Context: an optimization exercise on an open-source flow, tuned for small area and a short achievable clock period. The choices shown serve that exercise and are no tape-out recipe. At most, simulation tests tie the RTL to the original design; equivalence was not proved. Only the layout flow was run in run 2; the RTL was not checked for function there. Power is estimated from default activity; no workload was simulated.

--- flow/flow/run.sh ---
#!/bin/bash
# Standard ORFS layout with two changes:
#  - after synthesis, every combinational cell is set to the smallest drive
#    strength of its family (flow/downsize.py); repair upsizes where needed;
#  - port buffers are plain buffers (buf_1) instead of the default delay cells.
set -euo pipefail
export BUFFER_PORTS_ARGS="-buffer_cell sky130_fd_sc_hd__buf_1"
R=orfs/results/sky130hd/regfile/base
bash standard.sh synth > standard_synth.log 2>&1
python3 flow/downsize.py $R/1_2_yosys.v $FLOW_HOME/platforms/sky130hd/lib/sky130_fd_sc_hd__tt_025C_1v80.lib > downsize.log 2>&1
rm -f $R/1_synth.odb $R/1_synth.sdc
bash standard.sh finish > standard_finish.log 2>&1
--- flow/flow/downsize.py ---
#!/usr/bin/env python3
"""Set every combinational cell of a synthesized netlist to the smallest-area
drive strength of its own cell family (e.g. mux2_4 -> mux2_1), so that the
placement-stage repair sizes gates up only where timing or loads need it.
Flip-flops are left as synthesis made them. Usage: downsize.py netlist.v lib"""
import re, sys
net, lib = sys.argv[1], sys.argv[2]
txt = open(lib).read()
area = {}
for m in re.finditer(r'cell\s*\(\s*"?(sky130_fd_sc_hd__\w+)"?\s*\)\s*\{(.*?)\barea\s*:\s*([\d.]+)', txt, re.S):
    area[m.group(1)] = float(m.group(3))
dont = re.compile(r'lpflow|probe|clkbuf|clkinv|clkdly|dly|tap|fill|decap|conb|diode')
fam = {}
for c, a in area.items():
    m = re.match(r'(sky130_fd_sc_hd__\w+?)_(\d+)$', c)
    if not m or dont.search(c):
        continue
    fam.setdefault(m.group(1), []).append((a, int(m.group(2)), c))
best = {f: min(v)[2] for f, v in fam.items()}
src = open(net).read()
count = {}
def sub(m):
    c = m.group(0)
    mm = re.match(r'(sky130_fd_sc_hd__\w+?)_(\d+)$', c)
    if not mm or mm.group(1) not in best:
        return c
    if re.match(r'sky130_fd_sc_hd__(dfx|dfr|dfs|dfb|edf|sdf|sedf|dl)', c):
        return c
    b = best[mm.group(1)]
    if b != c:
        count[(c, b)] = count.get((c, b), 0) + 1
    return b
out = re.sub(r'\bsky130_fd_sc_hd__\w+_\d+\b', sub, src)
open(net, 'w').write(out)
for (a, b), n in sorted(count.items()):
    print(f'{n:5d}  {a} -> {b}')
--- flow/standard.sh ---
#!/bin/bash
# synth_recipe.tcl (not shown) runs the flow's synth.tcl, then flattens the netlist and writes it again
# the make line also repeats each setting of config.mk as NAME=value (left out here)
make -C /OpenROAD-flow-scripts/flow DESIGN_CONFIG=/design/flow/config.mk WORK_HOME=/design/flow/orfs CLKGATE_MAP_FILE= SYNTH_SCRIPT=/design/flow/synth_recipe.tcl "${@:-finish}"
--- flow/config.mk ---
export PLATFORM = sky130hd
export DESIGN_NAME = regfile
export DESIGN_NICKNAME = regfile
export VERILOG_FILES = /design/flow/design.v
export SDC_FILE = /design/flow/constraint.sdc
export NUM_CORES = 4
export LEC_CHECK = 0
export CAP_MARGIN = 20
export CORE_MARGIN = 2
export CORE_UTILIZATION = 40
export CTS_BUF_LIST = sky130_fd_sc_hd__clkbuf_4 sky130_fd_sc_hd__clkbuf_8
export PLACE_DENSITY = 0.45
export SETUP_SLACK_MARGIN = 2.4
export SLEW_MARGIN = 20
export SYNTH_HIERARCHICAL = 1
export SYNTH_MINIMUM_KEEP_SIZE = 0
--- flow/constraint.sdc ---
create_clock -name core_clock -period 6.0 [get_ports {clk}]
set_input_delay 1.2000 -clock core_clock [delete_from_list [all_inputs] [get_ports {clk}]]
set_output_delay 1.2000 -clock core_clock [all_outputs]
set_load 0.01 [all_outputs]
--- flow/design.v ---
`timescale 1ns / 1ns
module regfile(
    input clk,
    input rst,
    input [1:0] writeEn,
    input writeFlag,
    input [3:0] rdReg1,
    output [7:0] rdData1,
    output [7:0] rdData1Lo,
    input [3:0] rdReg2,
    output [7:0] rdData2,
    output [7:0] rdData2Lo,
    input [7:0] flagData,
    output [7:0] rdFlag,
    input [3:0] wrReg,
    input [15:0] wrData
);
    reg [7:0] regs [0:10];
    reg [7:0] flags;
    wire [10:0] we, hold;
    wire ev_hi, od_hi, fl_we, fl_hold;
    wr_dec u_wdec(.rst(rst), .writeEn(writeEn), .wrReg(wrReg), .writeFlag(writeFlag),
                  .we(we), .hold(hold), .ev_hi(ev_hi), .od_hi(od_hi),
                  .fl_we(fl_we), .fl_hold(fl_hold));
    wire [7:0] ev_d, od_d;
    genvar g, b;
    generate
        for (b = 0; b < 8; b = b + 1) begin : g_wd
            c_mux2 u_ev(.a0(wrData[b]), .a1(wrData[8+b]), .s(ev_hi), .y(ev_d[b]));
            c_mux2 u_od(.a0(wrData[b]), .a1(wrData[8+b]), .s(od_hi), .y(od_d[b]));
        end
        for (g = 0; g < 11; g = g + 1) begin : g_r
            wire [7:0] nx;
            for (b = 0; b < 8; b = b + 1) begin : g_b
                c_a22o u_nx(.a1(regs[g][b]), .a2(hold[g]),
                            .b1((g % 2 == 0) ? ev_d[b] : od_d[b]), .b2(we[g]), .y(nx[b]));
            end
            always @(posedge clk) regs[g] <= nx;
        end
    endgenerate
    wire [7:0] fl_nx;
    generate
        for (b = 0; b < 8; b = b + 1) begin : g_fl
            c_a22o u_nx(.a1(flags[b]), .a2(fl_hold), .b1(flagData[b]), .b2(fl_we), .y(fl_nx[b]));
        end
    endgenerate
    always @(posedge clk) flags <= fl_nx;
    assign rdFlag = flags;
    wire [87:0] rf;
    generate
        for (g = 0; g < 11; g = g + 1) begin : g_rf
            assign rf[8*g +: 8] = regs[g];
        end
    endgenerate
    rd_port u_rd1(.a(rdReg1), .rf(rf), .hi(rdData1), .lo(rdData1Lo));
    rd_port u_rd2(.a(rdReg2), .rf(rf), .hi(rdData2), .lo(rdData2Lo));
endmodule
module wr_dec(
    input rst,
    input [1:0] writeEn,
    input [3:0] wrReg,
    input writeFlag,
    output [10:0] we,
    output [10:0] hold,
    output ev_hi,
    output od_hi,
    output fl_we,
    output fl_hold
);
    wire single = ~writeEn[1] & writeEn[0];
    wire pair   = writeEn[1] & ~writeEn[0];
    wire w0 = wrReg[0];
    wire [5:0] dj;
    wire ev_same = (single | pair) & ~w0 & ~rst;
    wire ev_next = pair & w0 & ~rst;
    wire od_same = ((single & w0) | pair) & ~rst;
    genvar i;
    generate
        for (i = 0; i < 6; i = i + 1) begin : g_d
            assign dj[i] = (wrReg[3:1] == i);
        end
        for (i = 0; i < 11; i = i + 1) begin : g_w
            if (i % 2 == 1) begin : g_od
                assign we[i] = dj[i / 2] & od_same;
            end else if (i == 0) begin : g_e0
                assign we[i] = dj[0] & ev_same;
            end else begin : g_ev
                assign we[i] = (dj[i / 2] & ev_same) | (dj[i / 2 - 1] & ev_next);
            end
            assign hold[i] = ~(we[i] | rst);
        end
    endgenerate
    assign ev_hi = pair & ~w0;
    assign od_hi = pair & w0;
    assign fl_we   = writeFlag & ~rst;
    assign fl_hold = ~fl_we;
endmodule
module rd_port(
    input [3:0] a,
    input [87:0] rf,
    output [7:0] hi,
    output [7:0] lo
);
    wire [10:0] sel;
    genvar k, b;
    generate
        for (k = 0; k < 11; k = k + 1) begin : g_sel
            c_dec4 #(.K(k)) u_dec(.a(a), .y(sel[k]));
        end
        for (b = 0; b < 8; b = b + 1) begin : g_bit
            wire h0, h1, h2, h3, l0, l1, l2, l3;
            c_a222oi u_h0(.a1(sel[0]), .a2(rf[8*0+b]), .b1(sel[1]), .b2(rf[8*1+b]), .c1(sel[2]), .c2(rf[8*2+b]), .y(h0));
            c_a222oi u_h1(.a1(sel[3]), .a2(rf[8*3+b]), .b1(sel[4]), .b2(rf[8*4+b]), .c1(sel[5]), .c2(rf[8*5+b]), .y(h1));
            c_a222oi u_h2(.a1(sel[6]), .a2(rf[8*6+b]), .b1(sel[7]), .b2(rf[8*7+b]), .c1(sel[8]), .c2(rf[8*8+b]), .y(h2));
            c_a22oi  u_h3(.a1(sel[9]), .a2(rf[8*9+b]), .b1(sel[10]), .b2(rf[8*10+b]), .y(h3));
            c_nand4  u_h (.a(h0), .b(h1), .c(h2), .d(h3), .y(hi[b]));
            c_a222oi u_l0(.a1(sel[0]), .a2(rf[8*1+b]), .b1(sel[1]), .b2(rf[8*2+b]), .c1(sel[2]), .c2(rf[8*3+b]), .y(l0));
            c_a222oi u_l1(.a1(sel[3]), .a2(rf[8*4+b]), .b1(sel[4]), .b2(rf[8*5+b]), .c1(sel[5]), .c2(rf[8*6+b]), .y(l1));
            c_a222oi u_l2(.a1(sel[6]), .a2(rf[8*7+b]), .b1(sel[7]), .b2(rf[8*8+b]), .c1(sel[8]), .c2(rf[8*9+b]), .y(l2));
            c_nand2  u_l3(.a(sel[9]), .b(rf[8*10+b]), .y(l3));
            c_nand4  u_l (.a(l0), .b(l1), .c(l2), .d(l3), .y(lo[b]));
        end
    endgenerate
endmodule
module c_dec4 #(parameter K = 0) (input [3:0] a, output y);
    assign y = (a == K);
endmodule
module c_a222oi(input a1, input a2, input b1, input b2, input c1, input c2, output y);
    assign y = ~((a1 & a2) | (b1 & b2) | (c1 & c2));
endmodule
module c_a22oi(input a1, input a2, input b1, input b2, output y);
    assign y = ~((a1 & a2) | (b1 & b2));
endmodule
module c_a22o(input a1, input a2, input b1, input b2, output y);
    assign y = (a1 & a2) | (b1 & b2);
endmodule
module c_nand4(input a, input b, input c, input d, output y);
    assign y = ~(a & b & c & d);
endmodule
module c_nand2(input a, input b, output y);
    assign y = ~(a & b);
endmodule
module c_mux2(input a0, input a1, input s, output y);
    assign y = s ? a1 : a0;
endmodule
==> results of run 1 <==
[cell type report]
cell class / instances / area [um2] / area share, %
Multi-Input combinational cell: 345 / 3090 / 51.22
Sequential cell: 96 / 1922 / 31.85
Timing Repair Buffer: 103 / 624.3 / 10.35
Tap cell: 147 / 183.9 / 3.049
Clock buffer: 10 / 131.4 / 2.178
Clock inverter: 5 / 58.81 / 0.9747
Inverter: 6 / 22.52 / 0.3733
[path summary, 6_finish.rpt]
path                            startpoint          to  depth (start not counted)
worst max-delay path             rdReg1[1]  rdData1[2]                          5
worst min-delay path              flags[3]    flags[3]                          1
worst max register to register  regs[3][3]  regs[3][3]                          1
worst min register to register    flags[3]    flags[3]                          1
[routing by layer]
| layer | up-vias | GRT usage, % | share of wire [%] |
|---|---|---|---|
| li1 | 2365 | - | - |
| met3 | 86 | 11.48 | 14 |
| met2 | 511 | 51.26 | 42 |
| met5 | - | 0 | 0 |
| met1 | 2697 | 45.74 | 39 |
| met4 | 0 | 14.47 | 4.8 |
[power breakdown]
group	internal (W)	total, W	switching [W]
Sequential	0.000655	0.000675	0.0000198
Combinational	0.0000642	0.000185	0.000120
Clock	0.000195	0.000421	0.000226
Total	0.000915	0.00128	0.000366
[metrics by stage]
step	hold WS [ns]	utilization, %	setup slack (ns)	total power (W)
after floorplan	0.4754	-	2.407	0.0007654
after global placement	0.4672	46.53	1.767	0.0008407
after detailed placement	0.4722	46.53	1.736	0.0008435
after CTS	0.4950	49.97	2.400	0.001270
after global routing	0.5144	50.87	2.343	0.001321
final	0.4900	50.87	2.381	0.001281
[what timing repair did]
| item | in CTS | in global routing |
|---|---|---|
| endpoints found under the setup margin | 32 | 31 |
| gates cloned | 6 | 1 |
| buffers inserted | 4 | 0 |
| pin swaps | 23 | 28 |
| resized for setup | 50 | 27 |
[sequential cells by signal, summed over array words and instances, names as in the netlist]
| register | cells |
|---|---|
| flags | 8 |
| regs | 88 |
==> results.toml, run 1 <==
[global_routing]
grt.total_usage_pct = 34.40
antenna_found_initial = 0
grt_pass1_vias = 5052
grt_start_max_net_pins = 22
grt_overflow_total = 0
grt_pass1_wl_mm = 32.46

[finish]
diodes = 0
layout_common_cells = "a22o_1 (96), a222oi_1 (96), dfxtp_1 (96)"
stdcell_count = 712
drive_gt1_share_pct = 14.34
finalNetCount = 604
fill_cells = 1090
area_growth_pct = 25.18
final_area_mm2 = 0.006033

[die]
io_pins = 81
die-height_um = 113.8
core-area_mm2 = 0.01186
die-area_mm2 = 0.01294
die_x_um = 113.8
rows = 40
start_util_pct = 40.63

[pwr]
worst_ir_drop_vdd_mv = 0.1258
p_leak_nw = 2.026
power_density_mw_per_mm2 = 212.3

[logic_synthesis]
ys_warn_count = 9
synthesis.area_mm2 = 0.004820
synth_fp_nets = 488
avgSynthCellArea_um2 = 10.83
syn_inst = 445

[status]
status = "finished clean"

[routing]
first_pass_iters = 12
drc = 0
routedWlPerCell_um = 32.40
routed_wl_mm = 23.07
num_vias = 5659
viasPerCell = 7.948
drtIter0Drc = 1505
ant_nets = 0

[clock_network]
numCtsBuffers = 9
clk_pin_slew_worst_paths_ns = 0.09
ctsHtreeMaxLevel = 3
cts_tree = "built"
clk_path_buf_depth = 2
clk_latency_ns = 0.35
cts_root_buf = "clkbuf_8"
ctsHoldBuffers = 0
cts.sinks = 96

[run]
drv_cap = 0

[setup_path]
crit_arrival_ns = 2.42
crit_slowest_cell = "a222oi_1"
path_buf_inv = 2
start_kind = "input pin"
slowest_delay_ns = 0.42
path_class = "in2out"
crit_family = "simple AND/OR/NAND/NOR gates"
path_max_fanout = 14
cp_cell_sequence = "buf_6 > and4bb_4 > a222oi_1 > nand4_1 > buf_1"
cp.required_ns = 4.80
r2r_slack_ns = 5.27
critPathCaptureType = "primary output"

[timing]
tightest_slew_ns = 1.156
post-route-period-util_pct = 60.32
max_freq_ghz = 0.2763
setup-violations-final = 0
finalSetupTns_ns = 0
rsz0062_at_grt = "true"
final_max_slew_viol_count = 0
skew_ns = 0
fin_crit_ns = 3.619
slew_headroom_pct = 22.90
hold_viol = 0

[place]
dpl.hpwl_mm = 13.24
post_dp_cell_area_mm2 = 0.005519
place.gp.congestion = 0.9057
port_buffers = 80
placedCellCount = 686

[min_path]
holdCritPathClass = "reg2reg"
==> run 2, diff against run 1 <==
--- a/flow/design.v
+++ b/flow/design.v
@@ -103,20 +103,22 @@
 );
-    wire [10:0] sel;
-    genvar k, b;
+    wire [5:0] se;    
+    wire [4:0] so;    
+    genvar i, b;
     generate
-        for (k = 0; k < 11; k = k + 1) begin : g_sel
-            c_dec4 #(.K(k)) u_dec(.a(a), .y(sel[k]));
+        for (i = 0; i < 6; i = i + 1) begin : g_se
+            c_dec_ev #(.I(i)) u_dec(.a(a), .y(se[i]));
+        end
+        for (i = 0; i < 5; i = i + 1) begin : g_so
+            c_dec_od #(.I(i)) u_dec(.a(a[3:1]), .y(so[i]));
         end
         for (b = 0; b < 8; b = b + 1) begin : g_bit
-            wire h0, h1, h2, h3, l0, l1, l2, l3;
-            c_a222oi u_h0(.a1(sel[0]), .a2(rf[8*0+b]), .b1(sel[1]), .b2(rf[8*1+b]), .c1(sel[2]), .c2(rf[8*2+b]), .y(h0));
-            c_a222oi u_h1(.a1(sel[3]), .a2(rf[8*3+b]), .b1(sel[4]), .b2(rf[8*4+b]), .c1(sel[5]), .c2(rf[8*5+b]), .y(h1));
-            c_a222oi u_h2(.a1(sel[6]), .a2(rf[8*6+b]), .b1(sel[7]), .b2(rf[8*7+b]), .c1(sel[8]), .c2(rf[8*8+b]), .y(h2));
-            c_a22oi  u_h3(.a1(sel[9]), .a2(rf[8*9+b]), .b1(sel[10]), .b2(rf[8*10+b]), .y(h3));
-            c_nand4  u_h (.a(h0), .b(h1), .c(h2), .d(h3), .y(hi[b]));
-            c_a222oi u_l0(.a1(sel[0]), .a2(rf[8*1+b]), .b1(sel[1]), .b2(rf[8*2+b]), .c1(sel[2]), .c2(rf[8*3+b]), .y(l0));
-            c_a222oi u_l1(.a1(sel[3]), .a2(rf[8*4+b]), .b1(sel[4]), .b2(rf[8*5+b]), .c1(sel[5]), .c2(rf[8*6+b]), .y(l1));
-            c_a222oi u_l2(.a1(sel[6]), .a2(rf[8*7+b]), .b1(sel[7]), .b2(rf[8*8+b]), .c1(sel[8]), .c2(rf[8*9+b]), .y(l2));
-            c_nand2  u_l3(.a(sel[9]), .b(rf[8*10+b]), .y(l3));
-            c_nand4  u_l (.a(l0), .b(l1), .c(l2), .d(l3), .y(lo[b]));
+            wire x0, x1, y0, y1, x, y;
+            c_a222oi u_x0(.a1(se[0]), .a2(rf[8*0+b]), .b1(se[1]), .b2(rf[8*2+b]), .c1(se[2]), .c2(rf[8*4+b]), .y(x0));
+            c_a222oi u_x1(.a1(se[3]), .a2(rf[8*6+b]), .b1(se[4]), .b2(rf[8*8+b]), .c1(se[5]), .c2(rf[8*10+b]), .y(x1));
+            c_nand2  u_x (.a(x0), .b(x1), .y(x));
+            c_a222oi u_y0(.a1(so[0]), .a2(rf[8*1+b]), .b1(so[1]), .b2(rf[8*3+b]), .c1(so[2]), .c2(rf[8*5+b]), .y(y0));
+            c_a22oi  u_y1(.a1(so[3]), .a2(rf[8*7+b]), .b1(so[4]), .b2(rf[8*9+b]), .y(y1));
+            c_nand2  u_y (.a(y0), .b(y1), .y(y));
+            c_mux2   u_hi(.a0(x), .a1(y), .s(a[0]), .y(hi[b]));
+            c_mux2   u_lo(.a0(y), .a1(x), .s(a[0]), .y(lo[b]));
         end
@@ -124,4 +126,7 @@
 endmodule
-module c_dec4 #(parameter K = 0) (input [3:0] a, output y);
-    assign y = (a == K);
+module c_dec_ev #(parameter I = 0) (input [3:0] a, output y);
+    assign y = (a == 2 * I) | ((I > 0) && (a == 2 * I - 1));
+endmodule
+module c_dec_od #(parameter I = 0) (input [2:0] a, output y);
+    assign y = (a == I);
 endmodule
--- a/flow/config.mk
+++ b/flow/config.mk
@@ -12,3 +12,3 @@
 export PLACE_DENSITY = 0.45
-export SETUP_SLACK_MARGIN = 2.4
+export SETUP_SLACK_MARGIN = 2.0
 export SLEW_MARGIN = 20
==> results.toml, run 2 <==
[status]
status = "finished clean"

[pwr]
netSwitchingFraction_pct = 28.48
p_leak_nw = 2.347
switching_power_w = 0.0003609
worst_ir_drop_vdd_mv = 0.1185
p_seq_share_pct = 52.8
power.share.clock_pct = 32.3
power_density_mw_per_mm2 = 216.7
internal_power_w = 0.0009063
combinationalPowerShare_pct = 14.9

[timing]
fin_crit_ns = 4.173
tightest_slew_ns = 1.060
final_max_slew_viol_count = 0
skew_ns = 0
setup-violations-final = 0
max_freq_ghz = 0.2397
finalSetupTns_ns = 0
post-route-period-util_pct = 69.54
whs_ns = 0.4886
slew_headroom_pct = 28.78
rsz0062_at_grt = "true"
hold_viol = 0

[routing]
drtIter0Drc = 500
num_vias = 4520
drc = 0
first_pass_iters = 7
viasPerCell = 6.628
routed_wl_mm = 16.28
routedWlPerCell_um = 23.87
ant_nets = 0

[finish]
stdcell_count = 682
largest-register = "regs"
final_area_mm2 = 0.005848
final_util_pct = 51.66
finalNetCount = 578
reg.largest.list = "regs (88), flags (8)"
layout_common_cells = "a22o_1 (96), dfxtp_1 (96), buf_1 (54)"
drive_gt1_share_pct = 19.48
diodes = 0
largest_reg_flops = 88
area_growth_pct = 27.22

[die]
die-height_um = 111.2
die_x_um = 111.2
rows = 39
die-area_mm2 = 0.01237
start_util_pct = 40.61
core-area_mm2 = 0.01132
io_pins = 81

[logic_synthesis]
ys_warn_count = 9
avgSynthCellArea_um2 = 10.77
synth_fp_nets = 470
syn_inst = 427
synthesis.area_mm2 = 0.004597

[setup_path]
cp_cell_sequence = "buf_12 > buf_12 > xnor2_4 > nor3b_2 > buf_6 > a222oi_1 > nand2_1 > mux2_4 > buf_6"
r2r_slack_ns = 5.31
crit_family = "compound AO/OA/AOI/OAI gates"
cp.required_ns = 4.80
path_class = "in2out"
slowest_delay_ns = 0.57
crit_arrival_ns = 2.97
path_max_fanout = 8
critPathCaptureType = "primary output"
start_kind = "input pin"
path_buf_inv = 4
crit_slowest_cell = "a222oi_1"

[run]
drv_cap = 0

[place]
port_buffers = 80
place.gp.congestion = 1.007
placedCellCount = 660
post_dp_cell_area_mm2 = 0.005177
dpl.hpwl_mm = 12.03

[clock_network]
clk_pin_slew_worst_paths_ns = 0.09
clk_path_buf_depth = 2
cts_root_buf = "clkbuf_8"
ctsHtreeMaxLevel = 3
cts_tree = "built"
ctsHoldBuffers = 0
clk_latency_ns = 0.37
cts.sinks = 96
numCtsBuffers = 9

[global_routing]
grt_overflow_total = 0
grt_busiest_layer = "met2"
gr-usage-met2_pct = 38.13
grt_start_max_net_pins = 22
antenna_found_initial = 0
grt_pass1_vias = 4136
grt_use_met1_pct = 37.97
grt_pass1_wl_mm = 24.82
grt.total_usage_pct = 25.66
gr-usage-met3_pct = 4.757

[min_path]
holdCritPathClass = "reg2reg"
-- run 2: changes by cell type in the layout (fill, tap and decap cells not counted), moves of 8 or more --
cell and delta:
buf_1 -14, nor4b_2 -8, nand2_1 +16, a222oi_1 -48, mux2_4 +20, mux2_1 +12, and4bb_4 -14, nand4_1 -32
-- run 2: final cells by class --
cell class,count,area (um2)
clock inverter,4,36.28
inverter,6,22.52
timing repair buffer,101,656.9
tap,143,178.9
clock buffer,11,151.4
fill,1063,5473
sequential,96,1922
multi-input combinational,321,2880
-- run 2: stage by stage --
stage                     total power [W]  worst slack, ns
after floorplan                 0.0007671            2.396
after global placement          0.0008390            1.261
after detailed placement        0.0008406            1.215
after CTS                        0.001271            1.906
after global routing             0.001324            1.848
final                            0.001267            1.827
-- run 2: final timing paths --
kind / startpoint / to / cells after the start
setup / recovery: rdReg2[0] / rdData2[5] / 9
hold / removal: flags[4] / flags[4] / 1
setup reg to reg: regs[2][4] / regs[2][4] / 1
hold reg to reg: flags[4] / flags[4] / 1
-- run 2: repair_timing --
action                                  4_1_cts  5_1_grt
setup buffers                                 7        0
endpoints found under the setup margin       32       32
resized for setup                            80       30
pin swaps                                    21       28
-- run 2: power groups by stage --
stage / combinational (W) / sequential (W) / clock, W
5_1_grt: 0.000202 / 0.000672 / 0.000450
3_5_place_dp: 0.000157 / 0.000683 / 0
4_1_cts: 0.000182 / 0.000669 / 0.000421
2_1_floorplan: 0.0000838 / 0.000683 / 0
6_report: 0.000189 / 0.000669 / 0.000409
3_3_place_gp: 0.000155 / 0.000684 / 0
-- run 2: metal layers --
metal | part of all wire (%) | up-vias
li1 | - | 2039
met1 | 46 | 2218
met2 | 44 | 238
met3 | 7.6 | 25
met4 | 2.3 | 0
met5 | 0 | -

[port drivers added, routing unchanged]
In the flow no input, the clock included, has a driving cell. The finished layouts below were timed again as built, in two steps.
Step 1: set_driving_cell puts a clkbuf_16 on clk and a buf_2 on each other input, an assumption about the parent block.
Step 2 also shifts input and output timing later by t, the mid clock arrival at the registers, as if the neighbouring blocks saw the same clock.
a / b / c = ideal ports / drivers / drivers and shift; a / b = the first two.
run	shift t [ns]	setup slack, ns	worst hold slack (ns)
run 1	0.389	2.381 / 2.311 / 2.311	0.490 / 0.490 / 0.490
run 2	0.405	1.827 / 1.777 / 1.777	0.489 / 0.489 / 0.489
After both steps setup and hold are still met in every run listed. For run 1, which loses most, drivers alone change the setup slack by -0.070 ns; drivers and shift together by -0.070 ns.
